What follows belongs to an exercise in optimizing a design on an open flow for small area, a short achievable clock period and few clock cycles per item; a production flow would make more cautious choices.
No functional check of the RTL was part of this run.

[design/flow/design.v]
module LUT (
    input      [4:0]  sel,
    output reg [31:0] value
);
    always @(*) begin
        case (sel)
        5'd0:  value = 32'h5A000000;
        5'd1:  value = 32'h3521E1EA;
        5'd2:  value = 32'h1C124D4A;
        5'd3:  value = 32'h0E4047A0;
        5'd4:  value = 32'h0726F57E;
        5'd5:  value = 32'h0392B95A;
        5'd6:  value = 32'h01C925CA;
        5'd7:  value = 32'h00E45A2C;
        5'd8:  value = 32'h00723A7E;
        5'd9:  value = 32'h003987BA;
        5'd10: value = 32'h001C490E;
        5'd11: value = 32'h000E4520;
        5'd12: value = 32'h000722F8;
        5'd13: value = 32'h0003CCDC;
        5'd14: value = 32'h0001CAAE;
        default: value = 32'h0;
        endcase
    end
endmodule
module V_CORDIC (
    input signed [31:0]      i_data_1,
    input signed [31:0]      i_data_2,
    input                    en,
    input                    rst,
    input                    clk,
    input         [31:0]     LUT,
    output        [31:0]     o_data_1,
    output        [31:0]     o_data_2,
    output        [31:0]     angle,
    output reg               done_flag,
    output        [4:0]      sel
);
    localparam [31:0] ANG0 = 32'h9C20A7BB;    
    reg        busy;
    reg [4:0]  cnt;           
    reg [32:0] x, y;
    reg [31:1] a;             
    reg [31:0] hx, hy;
    reg        iter, mul, usehi, last, minv;
    reg [3:0]  shx_lo, shx_hr, shy_lo_n, shy_hr_n;    
    reg [1:0]  shx_hm, shy_hm_n;                      
    wire [4:0] cnt_n  = busy ? cnt + 5'd1 : 5'd0;
    wire       iter_n = (cnt_n < 5'd15);
    reg  [3:0] sh_n;
    reg        minv_n;
    always @(*) begin
        minv_n = 1'b0;
        case (cnt_n)
        5'd15: begin sh_n = 4'd1; minv_n = 1'b1; end
        5'd16: begin sh_n = 4'd3; end
        5'd17: begin sh_n = 4'd4; minv_n = 1'b1; end
        5'd18: begin sh_n = 4'd2; end
        5'd19: begin sh_n = 4'd2; minv_n = 1'b1; end
        5'd20: begin sh_n = 4'd3; end
        5'd21: begin sh_n = 4'd3; end
        5'd22: begin sh_n = 4'd3; minv_n = 1'b1; end
        5'd23: begin sh_n = 4'd2; end
        default: sh_n = cnt_n[3:0];
        endcase
    end
    wire [3:0] lo_n = 4'b0001 << sh_n[1:0];
    wire [3:0] hi_n = 4'b0001 << sh_n[3:2];
    wire [3:0] hr_n = iter_n ? hi_n : 4'b0000;
    wire [1:0] hm_n = iter_n ? 2'b00 : hi_n[1:0];
    wire neg = y[31];
    wire xs = usehi ? x[32] : x[31];
    wire ys = usehi ? y[32] : y[31];
    wire [32:0] shx, shy;
    cordic_sra33 srx (.r({y[31], y[31:0]}), .m({xs, x[31:0]}),
                      .s_lo(shx_lo), .s_hr(shx_hr), .s_hm(shx_hm), .q(shx));
    cordic_sra33 sry (.r({x[31], x[31:0]}), .m({ys, y[31:0]}),
                      .s_lo(~shy_lo_n), .s_hr(~shy_hr_n), .s_hm(~shy_hm_n), .q(shy));
    wire invx = (iter & neg)  | minv;
    wire invy = (iter & ~neg) | minv;
    wire cix  = iter & neg;
    wire ciy  = iter & ~neg;
    wire [32:0] ax = mul ? {hx[31], hx} : {x[31], x[31:0]};
    wire [32:0] ay = mul ? {hy[31], hy} : {y[31], y[31:0]};
    wire [32:0] sumx, sumy;
    cordic_add33 addx (.a(ax), .b(shx ^ {33{invx}}), .ci(cix), .s(sumx));
    cordic_add33 addy (.a(ay), .b(shy ^ {33{invy}}), .ci(ciy), .s(sumy));
    wire [31:1] suma = a + (LUT[31:1] & {31{neg}});
    always @(posedge clk or posedge rst) begin
        if (rst) begin
            busy      <= 1'b0;
            cnt       <= 5'd0;
            done_flag <= 1'b0;
        end else begin
            done_flag <= busy & last;
            busy      <= busy ? ~last : en;
            cnt       <= cnt_n;
        end
    end
    always @(posedge clk) begin
        iter     <= iter_n;
        mul      <= ~iter_n;
        usehi    <= (cnt_n >= 5'd16);
        last     <= (cnt_n == 5'd23);
        minv     <= minv_n;
        shx_lo   <= lo_n;
        shx_hr   <= hr_n;
        shx_hm   <= hm_n;
        shy_lo_n <= ~lo_n;
        shy_hr_n <= ~hr_n;
        shy_hm_n <= ~hm_n;
        x        <= busy ? sumx : {i_data_1[31], i_data_1};
        y        <= busy ? sumy : {i_data_2[31], i_data_2};
        a        <= busy ? suma : ANG0[31:1];
        if (!mul) begin
            hx <= sumx[31:0];
            hy <= sumy[31:0];
        end
    end
    assign sel      = cnt;
    assign o_data_1 = x[32:1];
    assign o_data_2 = y[32:1];
    assign angle    = {a, 1'b1};
endmodule
module cordic_sra33 (
    input  [32:0] r,
    input  [32:0] m,
    input  [3:0]  s_lo,
    input  [3:0]  s_hr,
    input  [1:0]  s_hm,
    output [32:0] q
);
    wire [44:0] re = {{12{r[32]}}, r};
    wire [36:0] me = {{4{m[32]}}, m};
    wire [32:0] t;
    wire [35:0] te = {{3{t[32]}}, t};
    genvar j;
    generate
        for (j = 0; j < 33; j = j + 1) begin : g
            assign t[j] = (s_hr[0] & re[j])     | (s_hr[1] & re[j + 4]) |
                          (s_hr[2] & re[j + 8]) | (s_hr[3] & re[j + 12]) |
                          (s_hm[0] & me[j])     | (s_hm[1] & me[j + 4]);
            assign q[j] = (s_lo[0] & te[j])     | (s_lo[1] & te[j + 1]) |
                          (s_lo[2] & te[j + 2]) | (s_lo[3] & te[j + 3]);
        end
    endgenerate
endmodule
module cordic_add33(input [32:0] a, input [32:0] b, input ci, output [32:0] s);
  wire [33:0] g0, p0;
  assign g0 = {a & b, ci};
  assign p0 = {a ^ b, 1'b0};
  wire g1_1 = g0[1] | (p0[1] & g0[0]);
  wire p1_1 = p0[1] & p0[0];
  wire g1_3 = g0[3] | (p0[3] & g0[2]);
  wire p1_3 = p0[3] & p0[2];
  wire g1_5 = g0[5] | (p0[5] & g0[4]);
  wire p1_5 = p0[5] & p0[4];
  wire g1_7 = g0[7] | (p0[7] & g0[6]);
  wire p1_7 = p0[7] & p0[6];
  wire g1_9 = g0[9] | (p0[9] & g0[8]);
  wire p1_9 = p0[9] & p0[8];
  wire g1_11 = g0[11] | (p0[11] & g0[10]);
  wire p1_11 = p0[11] & p0[10];
  wire g1_13 = g0[13] | (p0[13] & g0[12]);
  wire p1_13 = p0[13] & p0[12];
  wire g1_15 = g0[15] | (p0[15] & g0[14]);
  wire p1_15 = p0[15] & p0[14];
  wire g1_17 = g0[17] | (p0[17] & g0[16]);
  wire p1_17 = p0[17] & p0[16];
  wire g1_19 = g0[19] | (p0[19] & g0[18]);
  wire p1_19 = p0[19] & p0[18];
  wire g1_21 = g0[21] | (p0[21] & g0[20]);
  wire p1_21 = p0[21] & p0[20];
  wire g1_23 = g0[23] | (p0[23] & g0[22]);
  wire p1_23 = p0[23] & p0[22];
  wire g1_25 = g0[25] | (p0[25] & g0[24]);
  wire p1_25 = p0[25] & p0[24];
  wire g1_27 = g0[27] | (p0[27] & g0[26]);
  wire p1_27 = p0[27] & p0[26];
  wire g1_29 = g0[29] | (p0[29] & g0[28]);
  wire p1_29 = p0[29] & p0[28];
  wire g1_31 = g0[31] | (p0[31] & g0[30]);
  wire p1_31 = p0[31] & p0[30];
  wire g1_33 = g0[33] | (p0[33] & g0[32]);
  wire p1_33 = p0[33] & p0[32];
  wire g2_2 = g0[2] | (p0[2] & g1_1);
  wire p2_2 = p0[2] & p1_1;
  wire g2_3 = g1_3 | (p1_3 & g1_1);
  wire p2_3 = p1_3 & p1_1;
  wire g2_6 = g0[6] | (p0[6] & g1_5);
  wire p2_6 = p0[6] & p1_5;
  wire g2_7 = g1_7 | (p1_7 & g1_5);
  wire p2_7 = p1_7 & p1_5;
  wire g2_10 = g0[10] | (p0[10] & g1_9);
  wire p2_10 = p0[10] & p1_9;
  wire g2_11 = g1_11 | (p1_11 & g1_9);
  wire p2_11 = p1_11 & p1_9;
  wire g2_14 = g0[14] | (p0[14] & g1_13);
  wire p2_14 = p0[14] & p1_13;
  wire g2_15 = g1_15 | (p1_15 & g1_13);
  wire p2_15 = p1_15 & p1_13;
  wire g2_18 = g0[18] | (p0[18] & g1_17);
  wire p2_18 = p0[18] & p1_17;
  wire g2_19 = g1_19 | (p1_19 & g1_17);
  wire p2_19 = p1_19 & p1_17;
  wire g2_22 = g0[22] | (p0[22] & g1_21);
  wire p2_22 = p0[22] & p1_21;
  wire g2_23 = g1_23 | (p1_23 & g1_21);
  wire p2_23 = p1_23 & p1_21;
  wire g2_26 = g0[26] | (p0[26] & g1_25);
  wire p2_26 = p0[26] & p1_25;
  wire g2_27 = g1_27 | (p1_27 & g1_25);
  wire p2_27 = p1_27 & p1_25;
  wire g2_30 = g0[30] | (p0[30] & g1_29);
  wire p2_30 = p0[30] & p1_29;
  wire g2_31 = g1_31 | (p1_31 & g1_29);
  wire p2_31 = p1_31 & p1_29;
  wire g3_4 = g0[4] | (p0[4] & g2_3);
  wire p3_4 = p0[4] & p2_3;
  wire g3_5 = g1_5 | (p1_5 & g2_3);
  wire p3_5 = p1_5 & p2_3;
  wire g3_6 = g2_6 | (p2_6 & g2_3);
  wire p3_6 = p2_6 & p2_3;
  wire g3_7 = g2_7 | (p2_7 & g2_3);
  wire p3_7 = p2_7 & p2_3;
  wire g3_12 = g0[12] | (p0[12] & g2_11);
  wire p3_12 = p0[12] & p2_11;
  wire g3_13 = g1_13 | (p1_13 & g2_11);
  wire p3_13 = p1_13 & p2_11;
  wire g3_14 = g2_14 | (p2_14 & g2_11);
  wire p3_14 = p2_14 & p2_11;
  wire g3_15 = g2_15 | (p2_15 & g2_11);
  wire p3_15 = p2_15 & p2_11;
  wire g3_20 = g0[20] | (p0[20] & g2_19);
  wire p3_20 = p0[20] & p2_19;
  wire g3_21 = g1_21 | (p1_21 & g2_19);
  wire p3_21 = p1_21 & p2_19;
  wire g3_22 = g2_22 | (p2_22 & g2_19);
  wire p3_22 = p2_22 & p2_19;
  wire g3_23 = g2_23 | (p2_23 & g2_19);
  wire p3_23 = p2_23 & p2_19;
  wire g3_28 = g0[28] | (p0[28] & g2_27);
  wire p3_28 = p0[28] & p2_27;
  wire g3_29 = g1_29 | (p1_29 & g2_27);
  wire p3_29 = p1_29 & p2_27;
  wire g3_30 = g2_30 | (p2_30 & g2_27);
  wire p3_30 = p2_30 & p2_27;
  wire g3_31 = g2_31 | (p2_31 & g2_27);
  wire p3_31 = p2_31 & p2_27;
  wire g4_8 = g0[8] | (p0[8] & g3_7);
  wire p4_8 = p0[8] & p3_7;
  wire g4_9 = g1_9 | (p1_9 & g3_7);
  wire p4_9 = p1_9 & p3_7;
  wire g4_10 = g2_10 | (p2_10 & g3_7);
  wire p4_10 = p2_10 & p3_7;
  wire g4_11 = g2_11 | (p2_11 & g3_7);
  wire p4_11 = p2_11 & p3_7;
  wire g4_12 = g3_12 | (p3_12 & g3_7);
  wire p4_12 = p3_12 & p3_7;
  wire g4_13 = g3_13 | (p3_13 & g3_7);
  wire p4_13 = p3_13 & p3_7;
  wire g4_14 = g3_14 | (p3_14 & g3_7);
  wire p4_14 = p3_14 & p3_7;
  wire g4_15 = g3_15 | (p3_15 & g3_7);
  wire p4_15 = p3_15 & p3_7;
  wire g4_24 = g0[24] | (p0[24] & g3_23);
  wire p4_24 = p0[24] & p3_23;
  wire g4_25 = g1_25 | (p1_25 & g3_23);
  wire p4_25 = p1_25 & p3_23;
  wire g4_26 = g2_26 | (p2_26 & g3_23);
  wire p4_26 = p2_26 & p3_23;
  wire g4_27 = g2_27 | (p2_27 & g3_23);
  wire p4_27 = p2_27 & p3_23;
  wire g4_28 = g3_28 | (p3_28 & g3_23);
  wire p4_28 = p3_28 & p3_23;
  wire g4_29 = g3_29 | (p3_29 & g3_23);
  wire p4_29 = p3_29 & p3_23;
  wire g4_30 = g3_30 | (p3_30 & g3_23);
  wire p4_30 = p3_30 & p3_23;
  wire g4_31 = g3_31 | (p3_31 & g3_23);
  wire p4_31 = p3_31 & p3_23;
  wire g5_16 = g0[16] | (p0[16] & g4_15);
  wire p5_16 = p0[16] & p4_15;
  wire g5_17 = g1_17 | (p1_17 & g4_15);
  wire p5_17 = p1_17 & p4_15;
  wire g5_18 = g2_18 | (p2_18 & g4_15);
  wire p5_18 = p2_18 & p4_15;
  wire g5_19 = g2_19 | (p2_19 & g4_15);
  wire p5_19 = p2_19 & p4_15;
  wire g5_20 = g3_20 | (p3_20 & g4_15);
  wire p5_20 = p3_20 & p4_15;
  wire g5_21 = g3_21 | (p3_21 & g4_15);
  wire p5_21 = p3_21 & p4_15;
  wire g5_22 = g3_22 | (p3_22 & g4_15);
  wire p5_22 = p3_22 & p4_15;
  wire g5_23 = g3_23 | (p3_23 & g4_15);
  wire p5_23 = p3_23 & p4_15;
  wire g5_24 = g4_24 | (p4_24 & g4_15);
  wire p5_24 = p4_24 & p4_15;
  wire g5_25 = g4_25 | (p4_25 & g4_15);
  wire p5_25 = p4_25 & p4_15;
  wire g5_26 = g4_26 | (p4_26 & g4_15);
  wire p5_26 = p4_26 & p4_15;
  wire g5_27 = g4_27 | (p4_27 & g4_15);
  wire p5_27 = p4_27 & p4_15;
  wire g5_28 = g4_28 | (p4_28 & g4_15);
  wire p5_28 = p4_28 & p4_15;
  wire g5_29 = g4_29 | (p4_29 & g4_15);
  wire p5_29 = p4_29 & p4_15;
  wire g5_30 = g4_30 | (p4_30 & g4_15);
  wire p5_30 = p4_30 & p4_15;
  wire g5_31 = g4_31 | (p4_31 & g4_15);
  wire p5_31 = p4_31 & p4_15;
  wire g6_32 = g0[32] | (p0[32] & g5_31);
  wire p6_32 = p0[32] & p5_31;
  wire g6_33 = g1_33 | (p1_33 & g5_31);
  wire p6_33 = p1_33 & p5_31;
  wire [32:0] c = {g6_32, g5_31, g5_30, g5_29, g5_28, g5_27, g5_26, g5_25, g5_24, g5_23, g5_22, g5_21, g5_20, g5_19, g5_18, g5_17, g5_16, g4_15, g4_14, g4_13, g4_12, g4_11, g4_10, g4_9, g4_8, g3_7, g3_6, g3_5, g3_4, g2_3, g2_2, g1_1, g0[0]};
  assign s = p0[33:1] ^ c;
endmodule
module V_CORDIC_Unit (
    input signed [31:0]      i_data_1, 
    input signed [31:0]      i_data_2,
    input                    en,
    input                    rst,
    input                    clk,
    output signed [31:0]     o_data_1,
    output signed [31:0]     o_data_2,
    output signed [31:0]     angle,
    output                   done_flag
);
    wire [31:0] LUT;
    wire [4:0]  sel;    
    V_CORDIC veccor (
        .i_data_1(i_data_1),
        .i_data_2(i_data_2),
        .en(en),
        .rst(rst),
        .clk(clk),
        .LUT(LUT),
        .o_data_1(o_data_1),
        .o_data_2(o_data_2),
        .angle(angle),
        .done_flag(done_flag),
        .sel(sel)
    );
    LUT lut (
        .sel(sel),
        .value(LUT)
    );
endmodule
[design/flow/flow/run.sh]
#!/bin/bash
# Standard ORFS layout with two changes: port buffers are buf_1 cells, and
# repair_timing aims at a setup margin of 5.5 ns.
set -o pipefail
bash standard.sh 'BUFFER_PORTS_ARGS=-buffer_cell sky130_fd_sc_hd__buf_1' SETUP_SLACK_MARGIN=5.5 finish > standard.log 2>&1
[design/flow/standard.sh]
#!/bin/bash
# synth_recipe.tcl (not shown) runs the flow's synth.tcl, then flattens the netlist and writes it again
# the make line also repeats each setting of config.mk as NAME=value (left out here)
make -C /OpenROAD-flow-scripts/flow DESIGN_CONFIG=/design/flow/config.mk WORK_HOME=/design/flow/orfs CLKGATE_MAP_FILE= SYNTH_SCRIPT=/design/flow/synth_recipe.tcl "${@:-finish}"
[design/flow/config.mk]
export PLATFORM = sky130hd
export DESIGN_NAME = V_CORDIC_Unit
export DESIGN_NICKNAME = V_CORDIC_Unit
export VERILOG_FILES = /design/flow/design.v
export SDC_FILE = /design/flow/constraint.sdc
export NUM_CORES = 4
export LEC_CHECK = 0
export CAP_MARGIN = 20
export CORE_MARGIN = 2
export CORE_UTILIZATION = 65
export PLACE_DENSITY = 0.8
export SLEW_MARGIN = 20
[design/flow/constraint.sdc]
create_clock -name core_clock -period 10.0 [get_ports {clk}]
set_input_delay 2.0000 -clock core_clock [delete_from_list [all_inputs] [get_ports {clk}]]
set_output_delay 2.0000 -clock core_clock [all_outputs]
set_load 0.01 [all_outputs]
==> notes.md <==
## metal layers
layer / part of all wire [%] / vias up / track usage [%] / wire (um)
li1: - / 6924 / - / -
met1: 37 / 7021 / 43.38 / 18210
met2: 45 / 1012 / 60.70 / 22150
met3: 10 / 272 / 8.438 / 4883
met4: 7.7 / 0 / 24.92 / 3769
met5: 0 / - / 0 / 0
## Yosys cell counts (11+ instances only)
| cell type | n | area [um^2] |
|---|---|---|
| sky130_fd_sc_hd__a211oi_1 | 13 | 97.59 |
| sky130_fd_sc_hd__a21o_1 | 28 | 210.2 |
| sky130_fd_sc_hd__a21oi_1 | 81 | 405.4 |
| sky130_fd_sc_hd__a221oi_1 | 29 | 254.0 |
| sky130_fd_sc_hd__a22o_1 | 25 | 219.0 |
| sky130_fd_sc_hd__a22oi_1 | 81 | 608.1 |
| sky130_fd_sc_hd__a31oi_1 | 11 | 68.82 |
| sky130_fd_sc_hd__and2_1 | 11 | 68.82 |
| sky130_fd_sc_hd__and3_1 | 13 | 81.33 |
| sky130_fd_sc_hd__buf_1 | 18 | 67.56 |
| sky130_fd_sc_hd__buf_4 | 63 | 473.0 |
| sky130_fd_sc_hd__clkbuf_1 | 90 | 337.8 |
| sky130_fd_sc_hd__dfxtp_1 | 122 | 2442 |
| sky130_fd_sc_hd__edfxtp_1 | 64 | 1922 |
| sky130_fd_sc_hd__fa_1 | 13 | 260.3 |
| sky130_fd_sc_hd__ha_1 | 99 | 1239 |
| sky130_fd_sc_hd__inv_1 | 125 | 469.2 |
| sky130_fd_sc_hd__mux2_2 | 50 | 563.0 |
| sky130_fd_sc_hd__nand2_1 | 171 | 641.9 |
| sky130_fd_sc_hd__nand2b_1 | 17 | 106.4 |
| sky130_fd_sc_hd__nand3_1 | 35 | 175.2 |
| sky130_fd_sc_hd__nor2_1 | 121 | 454.2 |
| sky130_fd_sc_hd__nor3_1 | 49 | 245.2 |
| sky130_fd_sc_hd__o211ai_1 | 12 | 90.09 |
| sky130_fd_sc_hd__o21a_1 | 20 | 150.1 |
| sky130_fd_sc_hd__o21ai_0 | 107 | 535.5 |
| sky130_fd_sc_hd__o22ai_1 | 128 | 800.8 |
| sky130_fd_sc_hd__xnor2_1 | 48 | 420.4 |
| sky130_fd_sc_hd__xor2_1 | 80 | 700.7 |
## sequential cells by signal, summed over array words and instances, names as in the netlist
name              count
veccor.x             33
veccor.usehi          1
veccor.done_flag      1
veccor.shx_hm         2
veccor.busy           1
veccor.last           1
veccor.shy_hr_n       4
veccor.minv           1
veccor.mul            1
veccor.y             33
veccor.shy_hm_n       2
veccor.shy_lo_n       4
veccor.iter           1
veccor.hy            32
veccor.hx            32
veccor.shx_hr         4
veccor.cnt            5
veccor.shx_lo         4
veccor.a             31
## cells in the final DEF, fill, tap and decap left out, types with 11 or more instances in the layout
cell type / n
sky130_fd_sc_hd__a211oi_1: 13
sky130_fd_sc_hd__a21o_1: 28
sky130_fd_sc_hd__a21oi_1: 75
sky130_fd_sc_hd__a221oi_1: 14
sky130_fd_sc_hd__a221oi_2: 15
sky130_fd_sc_hd__a22o_1: 25
sky130_fd_sc_hd__a22oi_1: 73
sky130_fd_sc_hd__a31oi_1: 11
sky130_fd_sc_hd__and2_1: 11
sky130_fd_sc_hd__and3_1: 12
sky130_fd_sc_hd__buf_1: 162
sky130_fd_sc_hd__buf_4: 39
sky130_fd_sc_hd__clkbuf_16: 17
sky130_fd_sc_hd__dfxtp_1: 90
sky130_fd_sc_hd__dfxtp_2: 18
sky130_fd_sc_hd__dfxtp_4: 14
sky130_fd_sc_hd__edfxtp_1: 64
sky130_fd_sc_hd__ha_1: 96
sky130_fd_sc_hd__inv_1: 102
sky130_fd_sc_hd__inv_2: 22
sky130_fd_sc_hd__mux2_2: 50
sky130_fd_sc_hd__nand2_1: 171
sky130_fd_sc_hd__nand2b_1: 17
sky130_fd_sc_hd__nand3_1: 24
sky130_fd_sc_hd__nand3_2: 11
sky130_fd_sc_hd__nor2_1: 118
sky130_fd_sc_hd__nor3_1: 25
sky130_fd_sc_hd__nor3_2: 24
sky130_fd_sc_hd__o211ai_1: 12
sky130_fd_sc_hd__o21a_1: 20
sky130_fd_sc_hd__o21ai_0: 105
sky130_fd_sc_hd__o22ai_1: 128
sky130_fd_sc_hd__xnor2_1: 48
sky130_fd_sc_hd__xor2_1: 79
## kinds of logic after synthesis
family,count (synthesis)
fa+ha+maj,112
other cells,1
mux,60
buf+inv,302
simple gates,453
flops,193
xor+xnor,128
compound gates,625
## worst max-delay path, cell delays in order (launching register included)
cell and delay (ps):
sky130_fd_sc_hd__dfxtp_1 310, sky130_fd_sc_hd__buf_6 190, sky130_fd_sc_hd__a22oi_1 240, sky130_fd_sc_hd__nand3_2 160, sky130_fd_sc_hd__a22o_1 270, sky130_fd_sc_hd__a221oi_2 190, sky130_fd_sc_hd__xor2_1 250, sky130_fd_sc_hd__fa_2 280
sky130_fd_sc_hd__a211oi_2 80, sky130_fd_sc_hd__o21ai_2 210, sky130_fd_sc_hd__o2111ai_4 160, sky130_fd_sc_hd__a21o_1 240, sky130_fd_sc_hd__a211oi_4 320, sky130_fd_sc_hd__o211ai_1 190, sky130_fd_sc_hd__a21oi_2 210, sky130_fd_sc_hd__a21oi_2 80
sky130_fd_sc_hd__fa_2 340, sky130_fd_sc_hd__xnor2_1 140, sky130_fd_sc_hd__xnor2_1 130, sky130_fd_sc_hd__mux2_2 260
## cell type report
class / instances / area, um^2
flip-flops and latches: 193 / 4624
diodes: 1 / 2.502
well taps: 319 / 399.1
multi-input cells: 1380 / 10050
inverters: 126 / 480.5
clock inverters: 15 / 178.9
repair buffers: 216 / 1120
clock buffers: 17 / 425.4
fillers: 1831 / 6193
## through the flow
stage          setup WS [ps]  hold slack [ps]  area [um^2]
6_report                5599            451.7        17280
3_3_place_gp            4997            425.5        15740
5_1_grt                 5401            494.7        17280
2_1_floorplan           5439            399.8        15560
3_5_place_dp            4865            425.1        15740
4_1_cts                 5418            445.8        16540
## worst min path at each step
| stage | to | slack, ps | cells past startpoint |
|---|---|---|---|
| global route | veccor.busy | 490 | 1 |
| detailed placement | veccor.busy | 430 | 1 |
| finish | veccor.busy | 450 | 1 |
| global placement | veccor.busy | 430 | 1 |
| floorplan | veccor.busy | 400 | 1 |
| CTS | veccor.busy | 450 | 1 |
## timing repair
| item | 4_1_cts | 5_1_grt |
|---|---|---|
| gates resized for setup | 36 | 121 |
| buffers inserted | 5 | 40 |
| endpoints found under the setup margin | 26 | 20 |
| gates cloned | 1 | 0 |
| hold buffers | 0 | 0 |
| pin swaps | 3 | 30 |
==> summary.md <==
| Metric | Value |
|---|---|
| Multiplexer share of the synthesized area | `around 4.4%` |
| Starting utilization of the core area | `about two thirds` |
| Vias in the first global route | `around 14000` |
| WP data required | `~10000 ps` |
| Core area | `23470 um^2` |
| Number of synthesized register bits | `between 150 and 200` |
| Final hold violation count | `0` |
| Final-report max-slew violation count | `0` |
| Chip width | `approximately 160 um` |
| Category of the critical setup timing path | `reg -> reg` |
| Gate Count Post-Synth | `roughly 1900` |
| Synthesis Warnings | `2` |
| Dominant synthesized flop cell | `sky130_fd_sc_hd__dfxtp_1` |
| Count of standard-cell rows | `56` |
| Startpoint type of the worst setup path | `flop` |
| Congestion Overflow GR | `0` |
| CP max FO | `33` |
| Setup slack, reg-to-reg | `between 5000 and 6000 ps` |
| Clk sinks | `193` |
| Drt drc | `0` |
| Max-cap check violation count | `0` |
| Post-DP HPWL | `~34 mm` |
| H-tree Lvls | `4` |
| Synthesized-area fraction occupied by ao, oa, aoi and oai cells | `between 20 and 30%` |
| Number of nets in the final layout | `about 2100` |
| Number of antenna violations at the first check in global routing | `0` |
| Launching point of the worst reg2reg path | `veccor.shx_hm[0]` |
| Total CTS buffers | `17` |
| Fraction of final layout cells sized beyond drive strength 1 | `between 10% and 20%` |
| Worst hold path startpoint | `veccor.last` |
| Setup violations, final | `0` |
| Via count | `around 15000` |
| Inst Count DP | `~2200` |
| Antenna Nets Post-Route | `0` |
| Maximum frequency from static timing analysis | `between 200 and 250 MHz` |
| Vertical extent of the die | `approximately 160 um` |
| RSZ-0062 raised after global routing | `true` |
| Share of async-settable or async-resettable flops after synthesis | `3.627%` |
| Final min period | `about 4400 ps` |
| Net Count, Synth | `around 2000` |
| Routed wirelength normalized by instance count | `between 20 and 25 um` |
| Layout area overhead | `11.33%` |
| Final standard cell utilization of the core | `around three quarters` |
| Vias per std cell | `around 6.7` |
| Post-synth cell types | `82` |
| Pin count of the biggest net entering global routing | `69` |
| Die footprint | `between 20000 and 30000 um^2` |
| Drt pass-1 iters | `10` |
| Input/output buffers | `162` |
| Worst Setup End Kind | `flop` |
| Post-detailed-routing wire length | `roughly 50 mm` |
| Outcome | `timing/DRC/antenna clean` |
| Post-Syn Area per Cell | `8.282 um^2` |
| EDFF count, synth | `64` |
| Gr usage total | `around 37%` |
| Sequential element share of the synthesized area | `about 29%` |
| Signal arrival time at the worst endpoint | `~4700 ps` |
| Global-route wire length before repair | `between 70 and 80 mm` |
| Synthesized area | `15520 um^2` |
| Reg-to-reg critical path endpoint | `veccor.x[32]` |
| Worst-Skew Late Latency | `460 ps` |
| Maximum buffer depth of the clock tree | `2` |
| Depth of the most critical reg-to-reg path | `19` |
| Violation count after the first detailed-routing iteration | `between 1500 and 2000` |
| Final clock period utilization by the worst path | `roughly 44%` |
| Skew final | `15.19 ps` |
| Critical Path Start | `veccor.shx_hm[0]` |
| Share of synthesized cell area in and, or, nand and nor gates | `around an eighth` |
| Final sum of negative setup slack | `0 ps` |
| Synthesized-area fraction occupied by xor and xnor cells | `under 10%` |
| Final Wtd Congestion | `around 0.98` |
| Number of cells in the finished layout apart from fillers | `about 2300` |
| Dominant combinational cell family by area after synthesis | `compound AO/OA/AOI/OAI gates` |
| Kind of path behind the tightest hold check | `reg -> reg` |
| Max_slew headroom | `49.04%` |
| Clock Pin Slew Worst Setup and Hold Paths | `about 80 ps` |
| Share of synthesized cell area in full adder, half adder and majority cells | `about a tenth` |
| CP Capture Point | `veccor.x[32]` |
| Number of top-level design ports | `about 160` |
| Pin slew with the least headroom to its limit | `around 760 ps` |
| Clock tree from TritonCTS | `yes` |
| Root buf cell | `sky130_fd_sc_hd__clkbuf_16` |

## afterwards: timing with drivers on the ports
How much do the figures lean on ideal ports? The routed layout below was timed once more, with nothing changed but the port constraints.
Step 1 (the two cells are an assumption about what drives the block):
set clk [get_ports {clk}]
set_driving_cell -lib_cell sky130_fd_sc_hd__clkbuf_16 $clk
set_driving_cell -lib_cell sky130_fd_sc_hd__buf_2 [delete_from_list [all_inputs] $clk]
Step 2 also shifts input and output timing later by t, the mid clock arrival at the registers, as if the neighbouring blocks saw the same clock.
Slacks: no drivers / after step 1 / after step 2; pairs: no drivers / after step 1.
t, ns: 0.502
setup slack, ns: 5.599 / 5.599 / 5.599
hold slack, ns: 0.452 / 0.452 / 0.452
After both steps this run still meets setup and hold. The setup slack of this run moves by 0.000 ns with the drivers and by 0.000 ns with both steps.
